From an optimization exercise on the open Yosys and OpenROAD flow, aimed at small area, a short achievable clock period and few clock cycles; shortcuts taken in it are not production practice.
Function was not checked in any run shown here: the RTL went through the layout flow alone.
Power and IR drop assume default switching activity.

$ cat design/flow/design.v
module RF_AOI222 (input a1, a2, b1, b2, c1, c2, output y);
  assign y = ~((a1 & a2) | (b1 & b2) | (c1 & c2));
endmodule
module RF_NAND4 (input a, b, c, d, output y);
  assign y = ~(a & b & c & d);
endmodule
module RF_NAND3 (input a, b, c, output y);
  assign y = ~(a & b & c);
endmodule
module RF_OR3 (input a, b, c, output y);
  assign y = a | b | c;
endmodule
module RF_ND2 (input a, b, output y);
  assign y = ~(a & b);
endmodule
module RF_A21O (input a1, a2, b1, output y);
  assign y = (a1 & a2) | b1;
endmodule
module RF_RDBIT (
  input  [30:0] Q,
  input  [30:0] S,
  input         F,
  input         W,
  output        TR,
  output        Y
  );
  wire [10:0] l;
  wire [2:0]  h;
  genvar g;
  generate
    for (g = 0; g < 10; g = g + 1) begin : T
      RF_AOI222 u (.a1(S[3*g]), .a2(Q[3*g]), .b1(S[3*g+1]), .b2(Q[3*g+1]),
                   .c1(S[3*g+2]), .c2(Q[3*g+2]), .y(l[g]));
    end
  endgenerate
  RF_ND2   u10 (.a(S[30]), .b(Q[30]), .y(l[10]));
  RF_NAND4 n0 (.a(l[0]), .b(l[1]), .c(l[2]), .d(l[3]), .y(h[0]));
  RF_NAND4 n1 (.a(l[4]), .b(l[5]), .c(l[6]), .d(l[7]), .y(h[1]));
  RF_NAND3 n2 (.a(l[8]), .b(l[9]), .c(l[10]), .y(h[2]));
  RF_OR3   o  (.a(h[0]), .b(h[1]), .c(h[2]), .y(TR));
  RF_A21O  f  (.a1(F), .a2(W), .b1(TR), .y(Y));
endmodule
module REGFILE (
  input  [31*32-1:0] REGS,    
  input  [30:0]      SEL,     
  input              F,       
  input  [31:0]      W,
  output [31:0]      TR,      
  output [31:0]      Y
  );
  genvar b, k;
  generate
    for (b = 0; b < 32; b = b + 1) begin : B
      wire [30:0] q;
      for (k = 0; k < 31; k = k + 1) begin : K
        assign q[k] = REGS[32*k + b];
      end
      RF_RDBIT u (.Q(q), .S(SEL), .F(F), .W(W[b]), .TR(TR[b]), .Y(Y[b]));
    end
  endgenerate
endmodule
module RF_AOI21 (input a1, a2, b1, output y);
  assign y = ~((a1 & a2) | b1);
endmodule
module RF_ZTREE (
  input  [30:0] Z,
  input  [30:0] S,
  input         D31,
  output        Y
  );
  wire [10:0] l;
  wire [2:0]  h;
  genvar g;
  generate
    for (g = 0; g < 10; g = g + 1) begin : T
      RF_AOI222 u (.a1(S[3*g]), .a2(Z[3*g]), .b1(S[3*g+1]), .b2(Z[3*g+1]),
                   .c1(S[3*g+2]), .c2(Z[3*g+2]), .y(l[g]));
    end
  endgenerate
  RF_AOI21 u10 (.a1(S[30]), .a2(Z[30]), .b1(D31), .y(l[10]));
  RF_NAND4 n0 (.a(l[0]), .b(l[1]), .c(l[2]), .d(l[3]), .y(h[0]));
  RF_NAND4 n1 (.a(l[4]), .b(l[5]), .c(l[6]), .d(l[7]), .y(h[1]));
  RF_NAND3 n2 (.a(l[8]), .b(l[9]), .c(l[10]), .y(h[2]));
  RF_OR3   o  (.a(h[0]), .b(h[1]), .c(h[2]), .y(Y));
endmodule
module ALU_MX2I (input a, b, s, output y);
  assign y = ~(s ? b : a);
endmodule
module ALU_MX2 (input a, b, s, output y);
  assign y = s ? b : a;
endmodule
module ALU_A222OI (input a1, a2, b1, b2, c1, c2, output y);
  assign y = ~((a1 & a2) | (b1 & b2) | (c1 & c2));
endmodule
module ALU_A22OI (input a1, a2, b1, b2, output y);
  assign y = ~((a1 & a2) | (b1 & b2));
endmodule
module ALU_ND2 (input a, b, output y);
  assign y = ~(a & b);
endmodule
module ALU_AOI21 (input a1, a2, b1, output y);
  assign y = ~((a1 & a2) | b1);
endmodule
module ALU_OAI21 (input a1, a2, b1, output y);
  assign y = ~((a1 | a2) & b1);
endmodule
module ALU_NR2 (input a, b, output y);
  assign y = ~(a | b);
endmodule
module ALU_INV (input a, output y);
  assign y = ~a;
endmodule
module ALU_XNOR2 (input a, b, output y);
  assign y = ~(a ^ b);
endmodule
module ALU_XOR2 (input a, b, output y);
  assign y = a ^ b;
endmodule
module ALU_A21O (input a1, a2, b1, output y);
  assign y = (a1 & a2) | b1;
endmodule
module ALU_KSADD (
  input  [31:0] P,
  input  [31:0] G,
  input         CIN,
  output [31:0] SUM
  );
  wire [31:0] g0, g1, g2, g3, g4, g5;
  wire [31:0] p1, p2, p3, p4;
  ALU_A21O c0 (.a1(P[0]), .a2(CIN), .b1(G[0]), .y(g0[0]));
  assign g0[31:1] = G[31:1];
  genvar i;
  generate
    for (i = 0; i < 32; i = i + 1) begin : L
      if (i >= 1) begin : A1
        ALU_AOI21 g (.a1(P[i]), .a2(g0[i-1]), .b1(g0[i]), .y(g1[i]));
      end else begin : B1
        ALU_INV g (.a(g0[i]), .y(g1[i]));
      end
      if (i >= 2) begin : C1
        ALU_ND2 p (.a(P[i]), .b(P[i-1]), .y(p1[i]));
      end else begin : D1
        assign p1[i] = 1'b1;
      end
      if (i >= 2) begin : A2
        ALU_OAI21 g (.a1(p1[i]), .a2(g1[i-2]), .b1(g1[i]), .y(g2[i]));
      end else begin : B2
        ALU_INV g (.a(g1[i]), .y(g2[i]));
      end
      if (i >= 4) begin : C2
        ALU_NR2 p (.a(p1[i]), .b(p1[i-2]), .y(p2[i]));
      end else begin : D2
        assign p2[i] = 1'b0;
      end
      if (i >= 4) begin : A3
        ALU_AOI21 g (.a1(p2[i]), .a2(g2[i-4]), .b1(g2[i]), .y(g3[i]));
      end else begin : B3
        ALU_INV g (.a(g2[i]), .y(g3[i]));
      end
      if (i >= 8) begin : C3
        ALU_ND2 p (.a(p2[i]), .b(p2[i-4]), .y(p3[i]));
      end else begin : D3
        assign p3[i] = 1'b1;
      end
      if (i >= 8) begin : A4
        ALU_OAI21 g (.a1(p3[i]), .a2(g3[i-8]), .b1(g3[i]), .y(g4[i]));
      end else begin : B4
        ALU_INV g (.a(g3[i]), .y(g4[i]));
      end
      if (i >= 16) begin : C4
        ALU_NR2 p (.a(p3[i]), .b(p3[i-8]), .y(p4[i]));
      end else begin : D4
        assign p4[i] = 1'b0;
      end
      if (i >= 16) begin : A5
        ALU_AOI21 g (.a1(p4[i]), .a2(g4[i-16]), .b1(g4[i]), .y(g5[i]));
      end else begin : B5
        ALU_INV g (.a(g4[i]), .y(g5[i]));
      end
      if (i == 0) begin : S0
        ALU_XOR2 s (.a(P[0]), .b(CIN), .y(SUM[0]));
      end else begin : SN
        ALU_XNOR2 s (.a(P[i]), .b(g5[i-1]), .y(SUM[i]));
      end
    end
  endgenerate
endmodule
`timescale 1ns / 1ps
module BETA_CORE(
    input CLK,
    input RESET,
    input IRQ,
    input [31:0] MRD,
    input [31:0] ID,
    output [31:0] IA,
    output [31:0] MA,
    output MOE,
    output MWR,
    output [31:0] MWD
    );
localparam [5:0] OP_LD = 6'b011000, OP_ST = 6'b011001, OP_JMP = 6'b011011,
                 OP_BEQ = 6'b011100, OP_BNE = 6'b011101, OP_LDR = 6'b011111;
reg [31:0] pc_base;      
reg [30:0] pc_tgt;       
reg        pc_tk;        
wire [31:0] pc = pc_tk ? {pc_base[31], pc_tgt} : pc_base;
reg        s2_we;        
reg [4:0]  s2_wa;        
reg        s2_ld;        
reg        s2_st;        
reg        s2_cin;       
reg [3:0]  s2_fn;        
reg [31:0] s2_a;        
reg [31:0] s2_b;        
reg [31:0] s2_d;         
reg [4:0]  s2_sh;        
wire [31:0] sum;
  wire [31:0] s2_p = s2_a ^ s2_b;
  wire [31:0] s2_g = s2_a & s2_b;
  ALU_KSADD add (.P(s2_p), .G(s2_g), .CIN(s2_cin), .SUM(sum));
  wire eq = &s2_p;
  wire lt = s2_p[31] ? sum[31] : s2_g[31];
  wire cmp = s2_fn[1] ? (lt | (s2_fn[0] ? 1'b0 : eq)) : (s2_fn[0] ? lt : eq);
  wire        shl  = ~s2_fn[1] & ~s2_fn[0];
  wire        fill = s2_fn[1] & s2_a[31];
  wire [4:0]  sk = ~s2_sh;
  wire [4:0]  sl = s2_sh & {5{shl}};
  wire [4:0]  sr = s2_sh & {5{~shl}};
  wire [31:0] l0, l1, l2, l3, l4, sh;
  genvar si2;
  generate
    for (si2 = 0; si2 < 32; si2 = si2 + 1) begin : SHF
      ALU_INV    n  (.a(s2_a[si2]), .y(l0[si2]));
      ALU_A222OI h0 (.a1(sk[0]), .a2(l0[si2]),
                     .b1(sl[0]), .b2(si2 >= 1  ? l0[(si2+31)%32] : 1'b1),
                     .c1(sr[0]), .c2(si2 + 1  < 32 ? l0[(si2+1)%32]  : ~fill), .y(l1[si2]));
      ALU_A222OI h1 (.a1(sk[1]), .a2(l1[si2]),
                     .b1(sl[1]), .b2(si2 >= 2  ? l1[(si2+30)%32] : 1'b0),
                     .c1(sr[1]), .c2(si2 + 2  < 32 ? l1[(si2+2)%32]  :  fill), .y(l2[si2]));
      ALU_A222OI h2 (.a1(sk[2]), .a2(l2[si2]),
                     .b1(sl[2]), .b2(si2 >= 4  ? l2[(si2+28)%32] : 1'b1),
                     .c1(sr[2]), .c2(si2 + 4  < 32 ? l2[(si2+4)%32]  : ~fill), .y(l3[si2]));
      ALU_A222OI h3 (.a1(sk[3]), .a2(l3[si2]),
                     .b1(sl[3]), .b2(si2 >= 8  ? l3[(si2+24)%32] : 1'b0),
                     .c1(sr[3]), .c2(si2 + 8  < 32 ? l3[(si2+8)%32]  :  fill), .y(l4[si2]));
      ALU_A222OI h4 (.a1(sk[4]), .a2(l4[si2]),
                     .b1(sl[4]), .b2(si2 >= 16 ? l4[(si2+16)%32] : 1'b1),
                     .c1(sr[4]), .c2(si2 + 16 < 32 ? l4[(si2+16)%32] : ~fill), .y(sh[si2]));
    end
  endgenerate
  wire r_sum  = ~s2_ld & (s2_fn[3:2] == 2'b00);
  wire r_cmp  = ~s2_ld & (s2_fn[3:2] == 2'b01);
  wire r_bool = ~s2_ld & (s2_fn[3:2] == 2'b10);
  wire r_sh   = ~s2_ld & (s2_fn[3:2] == 2'b11);
  wire u_g    = r_bool & ~s2_fn[1];
  wire u_p    = r_bool & (s2_fn[1] | s2_fn[0]);
  wire [31:0] x1, x2, wdata;
  generate
    for (si2 = 0; si2 < 32; si2 = si2 + 1) begin : RES
      ALU_A222OI a (.a1(r_sum), .a2(sum[si2]), .b1(s2_ld), .b2(MRD[si2]),
                    .c1(r_sh), .c2(sh[si2]), .y(x1[si2]));
      if (si2 == 0) begin : B0
        ALU_A222OI b (.a1(u_g), .a2(s2_g[0]), .b1(u_p), .b2(s2_p[0]),
                      .c1(r_cmp), .c2(cmp), .y(x2[0]));
      end else begin : BN
        ALU_A22OI b (.a1(u_g), .a2(s2_g[si2]), .b1(u_p), .b2(s2_p[si2]), .y(x2[si2]));
      end
      ALU_ND2 n (.a(x1[si2]), .b(x2[si2]), .y(wdata[si2]));
    end
  endgenerate
assign MA  = sum;
assign MOE = s2_ld;
assign MWR = s2_st & ~RESET;
assign MWD = s2_d;
assign IA  = pc;
wire [5:0] op = ID[31:26];
wire [4:0] rc = ID[25:21];
wire [4:0] ra = ID[20:16];
wire [4:0] rb = ID[15:11];
wire [31:0] lit = {{16{ID[15]}}, ID[15:0]};
wire is_ld  = (op == OP_LD);
wire is_st  = (op == OP_ST);
wire is_jmp = (op == OP_JMP);
wire is_beq = (op == OP_BEQ);
wire is_bne = (op == OP_BNE);
wire is_ldr = (op == OP_LDR);
wire is_alu = op[5] & ((op[3:1] == 3'b000) | (op[3:2] == 2'b01 & op[1:0] != 2'b11) |
                       (op[3:2] == 2'b10) | (op[3:2] == 2'b11 & op[1:0] != 2'b11));
wire illegal = ~(is_ld | is_st | is_jmp | is_beq | is_bne | is_ldr | is_alu);
wire irq = IRQ & ~pc[31];
wire [4:0] rbx = op[5] ? rb : rc;
reg [31*32-1:0] regs;
genvar gi;
generate
  for (gi = 0; gi < 31; gi = gi + 1) begin : RW
    always @(posedge CLK)
      if (wsel[gi])
        regs[gi*32 +: 32] <= wdata;
  end
endgenerate
reg [30:0] wsel, sel_a, sel_b;
integer si;
always @(*) begin
  for (si = 0; si < 31; si = si + 1) begin
    wsel[si]  = s2_we & (s2_wa == si);
    sel_a[si] = (ra == si) & ~wsel[si];
    sel_b[si] = (op[5] ? (rb == si) : (rc == si)) & ~wsel[si];
  end
end
wire fwd_a = s2_we & (s2_wa == ra);
wire fwd_b = s2_we & (s2_wa == rbx);
wire [31:0] va, vb;
wire [31:0] ta, tb;
REGFILE rpa (.REGS(regs), .SEL(sel_a), .F(fwd_a), .W(wdata), .TR(ta), .Y(va));
REGFILE rpb (.REGS(regs), .SEL(sel_b), .F(fwd_b), .W(wdata), .TR(tb), .Y(vb));
wire [30:0] pc4 = pc[30:0] + 31'd4;
wire [30:0] tgt = pc4 + {lit[28:0], 2'b00};
wire z_w = (wdata == 32'b0);
reg [30:0] zf;
generate
  for (gi = 0; gi < 31; gi = gi + 1) begin : ZW
    always @(posedge CLK)
      if (wsel[gi])
        zf[gi] <= z_w;
  end
endgenerate
wire z_r;
RF_ZTREE zt (.Z(zf), .S(sel_a), .D31(ra == 5'd31), .Y(z_r));
wire z = z_r | (fwd_a & z_w);
wire taken = (is_beq & z) | (is_bne & ~z);
wire link = is_jmp | is_beq | is_bne;
wire sub  = is_alu & ~op[3] & (op[2] | op[0]);
wire inv  = sub | (is_alu & (op[3:0] == 4'b1011));    
always @(posedge CLK) begin
  if (RESET) begin
    pc_base <= 32'h80000000;
  end else if (irq) begin
    pc_base <= 32'h80000008;
  end else if (illegal) begin
    pc_base <= 32'h80000004;
  end else if (is_jmp) begin
    pc_base <= {pc[31] & va[31], va[30:2], 2'b00};
  end else begin
    pc_base <= {pc[31], pc4};
  end
  pc_tk  <= taken & ~irq & ~RESET;
  pc_tgt <= tgt;
end
always @(posedge CLK) begin
  if (RESET) begin
    s2_we <= 1'b0;
    s2_ld <= 1'b0;
    s2_st <= 1'b0;
  end else if (irq | illegal) begin
    s2_we <= 1'b1;
    s2_ld <= 1'b0;
    s2_st <= 1'b0;
  end else begin
    s2_we <= (is_ld | is_ldr | is_alu | link) & (rc != 5'd31);
    s2_ld <= is_ld | is_ldr;
    s2_st <= is_st;
  end
end
wire is_shift = is_alu & (op[3:2] == 2'b11);
reg [31:0] aop;
always @(*) begin
  if (irq | illegal | link)
    aop = {pc[31], pc4};
  else if (is_ldr)
    aop = {1'b0, tgt};
  else
    aop = va;
end
wire use_vb  = is_alu & ~op[4] & ~is_shift & ~irq;
wire use_lit = (is_ld | is_st | (is_alu & op[4] & ~is_shift)) & ~irq;
wire inv_e   = inv & ~irq;
wire [31:0] lit_e = (lit ^ {32{inv_e}}) & {32{use_lit}};
wire [31:0] b0 = use_vb ? {32{inv_e}}  : lit_e;
wire [31:0] b1 = use_vb ? {32{~inv_e}} : lit_e;
wire [31:0] bop;
genvar bi;
generate
  for (bi = 0; bi < 32; bi = bi + 1) begin : BOP
    ALU_MX2 m (.a(b0[bi]), .b(b1[bi]), .s(vb[bi]), .y(bop[bi]));
  end
endgenerate
always @(posedge CLK) begin
  s2_wa  <= (irq | illegal) ? 5'd30 : rc;
  s2_fn  <= (is_alu & ~irq) ? op[3:0] : 4'b0000;
  s2_cin <= sub & ~irq;
  s2_d   <= vb;
  s2_a   <= aop;
  s2_b   <= bop;
  s2_sh  <= (~op[4]) ? vb[4:0] : lit[4:0];
end
endmodule
$ cat design/flow/flow/run.sh
#!/bin/bash
# The standard synthesis and layout (standard.sh), with these changes to
# how ORFS makes the layout (the SDC and clock period are the standard flow's):
#  - timing repair aims at a larger setup margin, so that it works on the
#    paths that set the achieved period;
#  - port buffers are buf_2 cells (every port still gets its buffer).
# The tools' full output is in flow_make.log and in orfs/logs/.
set -euo pipefail
bash standard.sh SETUP_SLACK_MARGIN=7.5 \
  "BUFFER_PORTS_ARGS=-buffer_cell sky130_fd_sc_hd__buf_2" \
  finish > flow_make.log 2>&1
$ cat design/flow/standard.sh
#!/bin/bash
# synth_recipe.tcl (not shown) runs the flow's synth.tcl, then flattens the netlist and writes it again
# the make line also repeats each setting of config.mk as NAME=value (left out here)
make -C /OpenROAD-flow-scripts/flow DESIGN_CONFIG=/design/flow/config.mk WORK_HOME=/design/flow/orfs CLKGATE_MAP_FILE= SYNTH_SCRIPT=/design/flow/synth_recipe.tcl "${@:-finish}"
$ cat design/flow/config.mk
export PLATFORM = sky130hd
export DESIGN_NAME = BETA_CORE
export DESIGN_NICKNAME = BETA_CORE
export VERILOG_FILES = /design/flow/design.v
export SDC_FILE = /design/flow/constraint.sdc
export NUM_CORES = 8
export LEC_CHECK = 0
export CAP_MARGIN = 20
export CORE_MARGIN = 2
export CORE_UTILIZATION = 40
export CTS_CLUSTER_DIAMETER = 100
export CTS_CLUSTER_SIZE = 20
export SLEW_MARGIN = 20
export SYNTH_HIERARCHICAL = 1
$ cat design/flow/constraint.sdc
create_clock -name core_clock -period 13.0 [get_ports {CLK}]
set_input_delay 2.6000 -clock core_clock [delete_from_list [all_inputs] [get_ports {CLK}]]
set_output_delay 2.6000 -clock core_clock [all_outputs]
set_load 0.01 [all_outputs]
==> flow_summary.ini, run 1 <==
[die]
start_util_pct = 40.4
io_pins = 165
rows = 134
fp.dieH_um = 372
core_um2 = 134000
die-area_um2 = 138000
die_w_um = 372

[placed_design]
dpl_cell_area_um2 = 58900
portBuffers = 164
place.gp.congestion = 0.967
dp_hpwl_um = 145000
place_inst = 5916

[setup_path]
crit_fanout = 32
r2r_setup_slack_ns = 7.39
regToRegEndpoint = pc_tk
arrival_ns = 6.18
cp.required_ns = 13.55
r2r_start = s2_fn[0]
crit_path_start_kind = primary input
worstSetupEndpointType = flop
path_class = primary input to flop
reg2regPathDepth = 18

[run_status]
outcome = finished clean

[route]
drcViolationCount = 0
wire_per_inst_um = 37.9
drt_iter0_markers = 11200
drt_wl_total_um = 230000
routed-via-count = 44800
drt_first_pass_iters = 15
via_per_inst = 7.38
ant_nets = 0

[synthesis]
synth-edff-count = 1023
synthDistinctLibCells = 80
avgSynthCellArea_um2 = 14.0
synthSimpleGateAreaFrac_pct = 8.70
yosysWarnings = 7
synth_top_family_by_area = compound AO/OA/AOI/OAI gates
synth_top_area_share_pct = 56.7
ys_top_cells_by_area = edfxtp_1 (57%), a222oi_1 (16%), dfxtp_1 (6.6%)
synthXorXnorAreaFrac_pct = 1.57
synth_compound_area_share_pct = 21.8
ys_ff_latch = 1201
synthAdderAreaFrac_pct = 1.54
yosysSeqAreaShare_pct = 63.3
synthCells = 3863
synth_top_area_cell = edfxtp_1
synth.area.mux_share_pct = 1.83
synthArstFlopShare_pct = 0
synthFlopType = edfxtp_1
syn_area_um2 = 54100

[finish]
drive_above_1_share_pct = 19.4
multiInputGateArea_um2 = 20600
final_area_um2 = 61900
final_nets = 4382
final_cells = 6071
fillers = 11900
syn_to_final_growth_pct = 14.3
fin_util_pct = 46.2
seq_area_um2 = 34300

[sta]
setup_tns_ns = 0
slew-limit-headroom_pct = 22.6
timing.final.crit_share_pct = 43.3
skew_ns = 0.0540
final_max_slew_viol_count = 0
clock.fmax_mhz = 178
grt_setup_unrepaired = yes
tightest_slew_ns = 1.16
fin_crit_ns = 5.63
finalSetupViolCount = 0
hold_viol = 0

[clock_tree]
cts_sinks = 1201
htree_levels = 3
cts_tree = yes
root_buffer = clkbuf_16
clock_latency_ns = 0.69
cts_buffers = 71
clk_transition_reported_paths_ns = 0.09
clock_path_buffers = 3
hold_buffers = 0

[global_routing]
antenna_found_initial = 29
grt_pass1_wl_um = 314000
track_usage_pct = 31.9
gr-total-overflow = 0
grt_pass1_vias = 40900
grt_max_degree = 45

[power]
powerDensity_nw_per_um2 = 146
vdd_drop_max_uv = 98.2
design_power_total_w = 0.00900
leakagePower_nw = 20.8

[worst_hold_path]
min_path_type = flop to flop
hold_end = pc_tgt[1]
hold_depth = 1
min-delay-start = pc_base[1]

[run]
maxCapViolations = 0
final cells by class:
cell class,count,share of cell area (%)
Tap cell,1768,3.58
Timing Repair inverter,1,0.0121
Inverter,97,0.601
Sequential cell,1201,55.4
Clock inverter,7,0.138
Timing Repair Buffer,348,3.73
Clock buffer,106,3.22
Multi-Input combinational cell,2529,33.2
Antenna cell,14,0.0566
flip-flops by register name, indices dropped and copies added (netlist names), 4 cells and up:
register / cells
s2_a: 32
s2_sh: 5
s2_d: 32
s2_b: 32
pc_tgt: 31
s2_fn: 4
zf: 31
s2_wa: 5
pc_base: 32
regs: 992
critical path, cell delays in order:
cell and delay (ns):
buf_2 0.36, nor2_1 0.16, a31oi_1 0.40, nor2_4 0.04
buf_4 0.33, a222oi_1 0.59, nand4_1 0.62, or3_1 0.52
a21o_1 0.19, mux2_4 0.30
Yosys cell counts (4+ instances only):
| cell type | count |
|---|---|
| o22ai_1 | 17 |
| buf_4 | 5 |
| o21ai_0 | 35 |
| nand2b_1 | 16 |
| nor4_1 | 20 |
| dfxtp_1 | 178 |
| a222oi_1 | 843 |
| a22o_1 | 16 |
| o21ai_1 | 59 |
| a21oi_1 | 98 |
| a21oi_2 | 75 |
| nand3_1 | 96 |
| nand3b_1 | 4 |
| and2_1 | 9 |
| buf_2 | 9 |
| o21bai_1 | 7 |
| mux2_4 | 32 |
| nor3b_1 | 4 |
| a22oi_2 | 32 |
| o211ai_1 | 5 |
| or3_1 | 69 |
| nand4_1 | 145 |
| a21o_1 | 77 |
| a211oi_1 | 4 |
| a31oi_1 | 15 |
| ha_1 | 65 |
| clkbuf_1 | 47 |
| edfxtp_1 | 1023 |
| xor2_1 | 24 |
| and3_1 | 18 |
| xnor2_1 | 73 |
| nand2_1 | 286 |
| nor3_1 | 77 |
| inv_1 | 97 |
| mux2i_1 | 25 |
| nor2_1 | 150 |
| mux2_2 | 22 |
| or2_2 | 5 |
| nor2b_1 | 13 |
layout by cell type, fill, tap and decap left out, types with 14 or more instances in the layout:
cell type	n
clkbuf_1	31
nor2_4	39
a22o_1	16
nand2_1	279
a31oi_1	14
a222oi_1	843
ha_1	34
clkbuf_16	75
nor3_2	58
mux2_2	22
or3_1	68
mux2_4	32
a21oi_1	96
and3_1	18
nor2_1	94
diode_2	14
dfxtp_1	169
edfxtp_1	1023
ha_2	19
a22oi_2	32
conb_1	31
xnor2_2	16
a21oi_2	75
o21ai_0	33
nor3_1	17
inv_1	94
xnor2_1	57
o22ai_1	16
nand2b_1	14
a21o_1	77
nand4_1	145
mux2i_1	22
buf_2	159
nor2_2	18
buf_4	172
o21ai_1	50
xor2_1	24
nand3_1	95
per-stage QoR:
stage	hold slack (ns)	setup slack [ns]
2_1_floorplan	0.455	6.48
3_3_place_gp	0.532	5.97
3_5_place_dp	0.540	6.07
4_1_cts	0.559	7.46
5_1_grt	0.571	7.30
6_report	0.561	7.37
timing repair:
| item | CTS | global route |
|---|---|---|
| resized for setup | 68 | 73 |
| pin swaps | 13 | 31 |
| endpoints found under the setup margin | 113 | 91 |
| cloned | 2 | 0 |
| setup buffers | 11 | 15 |
Yosys stat by module (local to each module, per instance), excerpt:
module	area (um^2)	flops+latches	cells inside	copies in the design
ALU_A22OI	12.5	0	1	31
ALU_AOI21	8.76	0	1	72
RF_A21O	7.51	0	1	64
ALU_XNOR2	8.76	0	1	31
RF_OR3	6.26	0	1	65
RF_AOI21	8.76	0	1	1
ALU_XOR2	8.76	0	1	1
ALU_INV	3.75	0	1	63
ALU_A21O	7.51	0	1	1
ALU_NR2	3.75	0	1	42
ALU_A222OI	10.0	0	1	193
ALU_ND2	3.75	0	1	84
RF_NAND3	5.00	0	1	65
RF_AOI222	10.0	0	1	650
cells by family after synthesis:
| family | Yosys count |
|---|---|
| adder cells (fa/ha/maj) | 66 |
| other | 2 |
| AND/OR/NAND/NOR | 938 |
| flip-flops | 1201 |
| buffers and inverters | 163 |
| XOR/XNOR | 97 |
| AO/OA/AOI/OAI | 1316 |
| multiplexers | 80 |
per-layer routing:
| layer | vias up | track usage, % | share of wire (%) |
|---|---|---|---|
| li1 | 18100 | - | - |
| met5 | - | 0 | 0.049 |
| met1 | 22400 | 42.3 | 36 |
| met2 | 3756 | 48.2 | 44 |
| met4 | 18 | 15.5 | 5.6 |
| met3 | 550 | 8.94 | 15 |
worst max path at each step:
stage | from | to | slack, ns | cells past startpoint
2_1_floorplan | ID[20] | s2_a[29] | 6.48 | 10
3_3_place_gp | s2_fn[1] | pc_tk | 5.97 | 17
3_5_place_dp | s2_fn[1] | pc_tk | 6.07 | 17
4_1_cts | s2_b[7] | MA[14] | 7.46 | 8
5_1_grt | s2_fn[0] | pc_tk | 7.30 | 19
6_report | ID[11] | s2_b[16] | 7.37 | 10
report_power, final:
group	switching [W]	leakage (nW)	internal (W)	total, W
combinational	0.00142	8.87	0.000567	0.00199
sequential	0.000120	10.9	0.00455	0.00467
clock	0.00127	1.00	0.00107	0.00235
==> run 2, diff against run 1 <==
--- a/design/flow/design.v
+++ b/design/flow/design.v
@@ -10,6 +10,9 @@
 module RF_OR3 (input a, b, c, output y);
   assign y = a | b | c;
 endmodule
+module RF_NOR3 (input a, b, c, output y);
+  assign y = ~(a | b | c);
+endmodule
 module RF_ND2 (input a, b, output y);
   assign y = ~(a & b);
 endmodule
@@ -22,6 +25,7 @@
   input         F,
   input         W,
   output        TR,
+  output        ZN,      
   output        Y
   );
   wire [10:0] l;
@@ -38,6 +42,7 @@
   RF_NAND4 n1 (.a(l[4]), .b(l[5]), .c(l[6]), .d(l[7]), .y(h[1]));
   RF_NAND3 n2 (.a(l[8]), .b(l[9]), .c(l[10]), .y(h[2]));
   RF_OR3   o  (.a(h[0]), .b(h[1]), .c(h[2]), .y(TR));
+  RF_NOR3  z  (.a(h[0]), .b(h[1]), .c(h[2]), .y(ZN));
   RF_A21O  f  (.a1(F), .a2(W), .b1(TR), .y(Y));
 endmodule
 module REGFILE (
@@ -46,6 +51,7 @@
   input              F,       
   input  [31:0]      W,
   output [31:0]      TR,      
+  output [31:0]      ZN,      
   output [31:0]      Y
   );
   genvar b, k;
@@ -55,33 +61,9 @@
       for (k = 0; k < 31; k = k + 1) begin : K
         assign q[k] = REGS[32*k + b];
       end
-      RF_RDBIT u (.Q(q), .S(SEL), .F(F), .W(W[b]), .TR(TR[b]), .Y(Y[b]));
-    end
-  endgenerate
-endmodule
-module RF_AOI21 (input a1, a2, b1, output y);
-  assign y = ~((a1 & a2) | b1);
-endmodule
-module RF_ZTREE (
-  input  [30:0] Z,
-  input  [30:0] S,
-  input         D31,
-  output        Y
-  );
-  wire [10:0] l;
-  wire [2:0]  h;
-  genvar g;
-  generate
-    for (g = 0; g < 10; g = g + 1) begin : T
-      RF_AOI222 u (.a1(S[3*g]), .a2(Z[3*g]), .b1(S[3*g+1]), .b2(Z[3*g+1]),
-                   .c1(S[3*g+2]), .c2(Z[3*g+2]), .y(l[g]));
+      RF_RDBIT u (.Q(q), .S(SEL), .F(F), .W(W[b]), .TR(TR[b]), .ZN(ZN[b]), .Y(Y[b]));
     end
   endgenerate
-  RF_AOI21 u10 (.a1(S[30]), .a2(Z[30]), .b1(D31), .y(l[10]));
-  RF_NAND4 n0 (.a(l[0]), .b(l[1]), .c(l[2]), .d(l[3]), .y(h[0]));
-  RF_NAND4 n1 (.a(l[4]), .b(l[5]), .c(l[6]), .d(l[7]), .y(h[1]));
-  RF_NAND3 n2 (.a(l[8]), .b(l[9]), .c(l[10]), .y(h[2]));
-  RF_OR3   o  (.a(h[0]), .b(h[1]), .c(h[2]), .y(Y));
 endmodule
 module ALU_MX2I (input a, b, s, output y);
   assign y = ~(s ? b : a);
@@ -310,23 +292,14 @@
 wire fwd_a = s2_we & (s2_wa == ra);
 wire fwd_b = s2_we & (s2_wa == rbx);
 wire [31:0] va, vb;
-wire [31:0] ta, tb;
-REGFILE rpa (.REGS(regs), .SEL(sel_a), .F(fwd_a), .W(wdata), .TR(ta), .Y(va));
-REGFILE rpb (.REGS(regs), .SEL(sel_b), .F(fwd_b), .W(wdata), .TR(tb), .Y(vb));
+wire [31:0] ta, tb, tan, tbn;
+REGFILE rpa (.REGS(regs), .SEL(sel_a), .F(fwd_a), .W(wdata), .TR(ta), .ZN(tan), .Y(va));
+REGFILE rpb (.REGS(regs), .SEL(sel_b), .F(fwd_b), .W(wdata), .TR(tb), .ZN(tbn), .Y(vb));
 wire [30:0] pc4 = pc[30:0] + 31'd4;
 wire [30:0] tgt = pc4 + {lit[28:0], 2'b00};
 wire z_w = (wdata == 32'b0);
-reg [30:0] zf;
-generate
-  for (gi = 0; gi < 31; gi = gi + 1) begin : ZW
-    always @(posedge CLK)
-      if (wsel[gi])
-        zf[gi] <= z_w;
-  end
-endgenerate
-wire z_r;
-RF_ZTREE zt (.Z(zf), .S(sel_a), .D31(ra == 5'd31), .Y(z_r));
-wire z = z_r | (fwd_a & z_w);
+wire z_r = &tan;
+wire z = z_r & (z_w | ~fwd_a);
 wire taken = (is_beq & z) | (is_bne & ~z);
 wire link = is_jmp | is_beq | is_bne;
 wire sub  = is_alu & ~op[3] & (op[2] | op[0]);
==> flow_summary.ini, run 2 <==
[run_status]
outcome = finished clean

[route]
drt_iter0_markers = 11300
routed-via-count = 43900
drcViolationCount = 0
drt_first_pass_iters = 19
drt_wl_total_um = 222000
wire_per_inst_um = 37.0
via_per_inst = 7.32
ant_nets = 0

[synthesis]
syn_area_um2 = 53200
avgSynthCellArea_um2 = 13.9
yosysWarnings = 7
synthCells = 3827

[setup_path]
r2r_start = s2_fn[1]
cpLargestDelayFamily = simple AND/OR/NAND/NOR gates
crit_fanout = 24
cp.required_ns = 13.56
regToRegEndpoint = pc_tk
reg2regPathDepth = 18
crit_path_start_kind = primary input
r2r_setup_slack_ns = 7.39
critical_path.cell_chain = buf_2 > nand3b_1 > nor3_2 > buf_4 > a222oi_1 > nand4_1 > nor3_2 > nand4_1 > nor4_1 > nand3_1 > xor2_1 > nor3_1
arrival_ns = 6.30
cpPeakStageDelay_ns = 0.71
path_class = primary input to flop
slowest_stage = a222oi_1
worstSetupEndpointType = flop
path_buf_inv = 2

[die]
io_pins = 165
die-area_um2 = 136000
core_um2 = 132000
rows = 133
die_w_um = 369
fp.dieH_um = 369
start_util_pct = 40.4

[worst_hold_path]
min-delay-start = pc_base[31]
min_path_type = flop to flop
hold_depth = 2
hold_end = s2_a[31]

[finish]
drive_above_1_share_pct = 19.9
fillers = 11800
largest_reg_flops = 992
final_common_cell = edfxtp_1
final_nets = 4343
final_cells = 6000
top_register = regs
syn_to_final_growth_pct = 14.1
final_cell_mix = edfxtp_1 (992), a222oi_1 (833), nand2_1 (292)

[sta]
clock.fmax_mhz = 174
tightest_slew_ns = 1.15
skew_ns = 0.0548
final_max_slew_viol_count = 0
timing.final.crit_share_pct = 44.2
setup_tns_ns = 0
slew-limit-headroom_pct = 22.6
finalSetupViolCount = 0
fin_crit_ns = 5.74
hold_viol = 0
grt_setup_unrepaired = yes

[placed_design]
dp_hpwl_um = 143000
portBuffers = 164
place_inst = 5864
place.gp.congestion = 1.04

[clock_tree]
cts_sinks = 1170
root_buffer = clkbuf_16
cts_buffers = 69
clk_transition_reported_paths_ns = 0.09
hold_buffers = 0
cts_tree = yes
clock_latency_ns = 0.68
clock_path_buffers = 3
htree_levels = 3

[global_routing]
gr-total-overflow = 0
track_usage_pct = 31.2
antenna_found_initial = 18
grt_max_degree = 51
grt_pass1_wl_um = 304000
grt_pass1_vias = 39700

[power]
powerDensity_nw_per_um2 = 147
vdd_drop_max_uv = 97.5
leakagePower_nw = 20.3

[run]
maxCapViolations = 0
==> run 2: changes by cell type in the layout (fill, tap and decap cells not counted), moves of 12 or more <==
cell | previous run | this run
buf_4 | 172 | 188
clkbuf_1 | 31 | 15
edfxtp_1 | 1023 | 992
nand2_1 | 279 | 292
nand4_1 | 145 | 157
nor3_2 | 58 | 99
==> run 2: report_power, final <==
part           switching (W)  internal (W)  leakage (nW)
Combinational        0.00146      0.000590          8.75
Clock                0.00122       0.00106         0.972
Sequential          0.000127       0.00445          10.5
Total                0.00281       0.00610          20.3
==> run 2: layout make-up <==
type	instances	area [um^2]	share of cell area [%]
antenna	7	17.5	0.0288
clock buffer	88	1870	3.08
clock inverter	8	124	0.204
inverter	95	364	0.600
multi-input combinational	2518	20400	33.7
sequential	1170	33400	54.9
tap	1755	2200	3.62
timing repair buffer	358	2350	3.87
timing repair inverter	1	5.00	0.00824
==> run 2: worst min-delay path, stage by stage, from the launching register on <==
cell     delay [ns]
dfxtp_1        0.37
nand2_1        0.07
nand2_1        0.07
==> run 2: worst max-delay path by stage <==
stage / end / startpoint / cells past startpoint
CTS: pc_tk / s2_sh[1] / 16
floorplan: s2_b[0] / ID[31] / 10
detailed placement: s2_b[3] / ID[31] / 10
global placement: s2_b[12] / ID[31] / 10
global route: pc_tk / ID[19] / 12
finish: pc_tk / ID[19] / 12
==> run 2: timing repair <==
action / 4_1_cts / 5_1_grt
resized for setup: 62 / 56
endpoints found under the setup margin: 63 / 53
pin swaps: 4 / 44
cloned: 1 / 0
setup buffers: 2 / 29
==> run 2: stage by stage <==
step           area (um^2)  power [W]  util [%]  hold slack (ns)  setup slack [ns]
2_1_floorplan        53500    0.00557         -            0.442              7.04
3_3_place_gp         57900    0.00650      43.9            0.546              6.60
3_5_place_dp         57900    0.00651      43.9            0.551              6.57
4_1_cts              60200    0.00878      45.7            0.523              7.36
5_1_grt              60700    0.00911      46.1            0.532              7.33
6_report             60700    0.00891      46.1            0.517              7.26
==> run 2: layer usage <==
metal	GRT usage (%)	share of wire (%)
met1	41.7	37
met2	46.5	43
met3	7.79	14
met4	17.2	6.3
met5	0	0.019

[port drivers added, routing unchanged]
In the flow no input, the clock included, has a driving cell. The finished layouts below were timed again as built, in two steps.
Step 1 assumes that a clkbuf_16 drives the clock port and a buf_2 every other input.
Step 2 times the ports against the registers' clock, not the clock port: input delays grow and output delays shrink by t, the midpoint of the rising clock arrivals with the driver on.
Three values: no drivers, after step 1, after step 2; two values: the first two.
run	shift t [ns]	setup WS [ns]	cell pins on the clock port's net
run 1	0.739	7.370 / 7.378 / 6.639	1
run 2	0.730	7.258 / 7.234 / 6.504	1
After both steps every run listed still meets setup and hold. For run 2, which loses most, drivers alone change the setup slack by -0.024 ns; drivers and shift together by -0.754 ns.
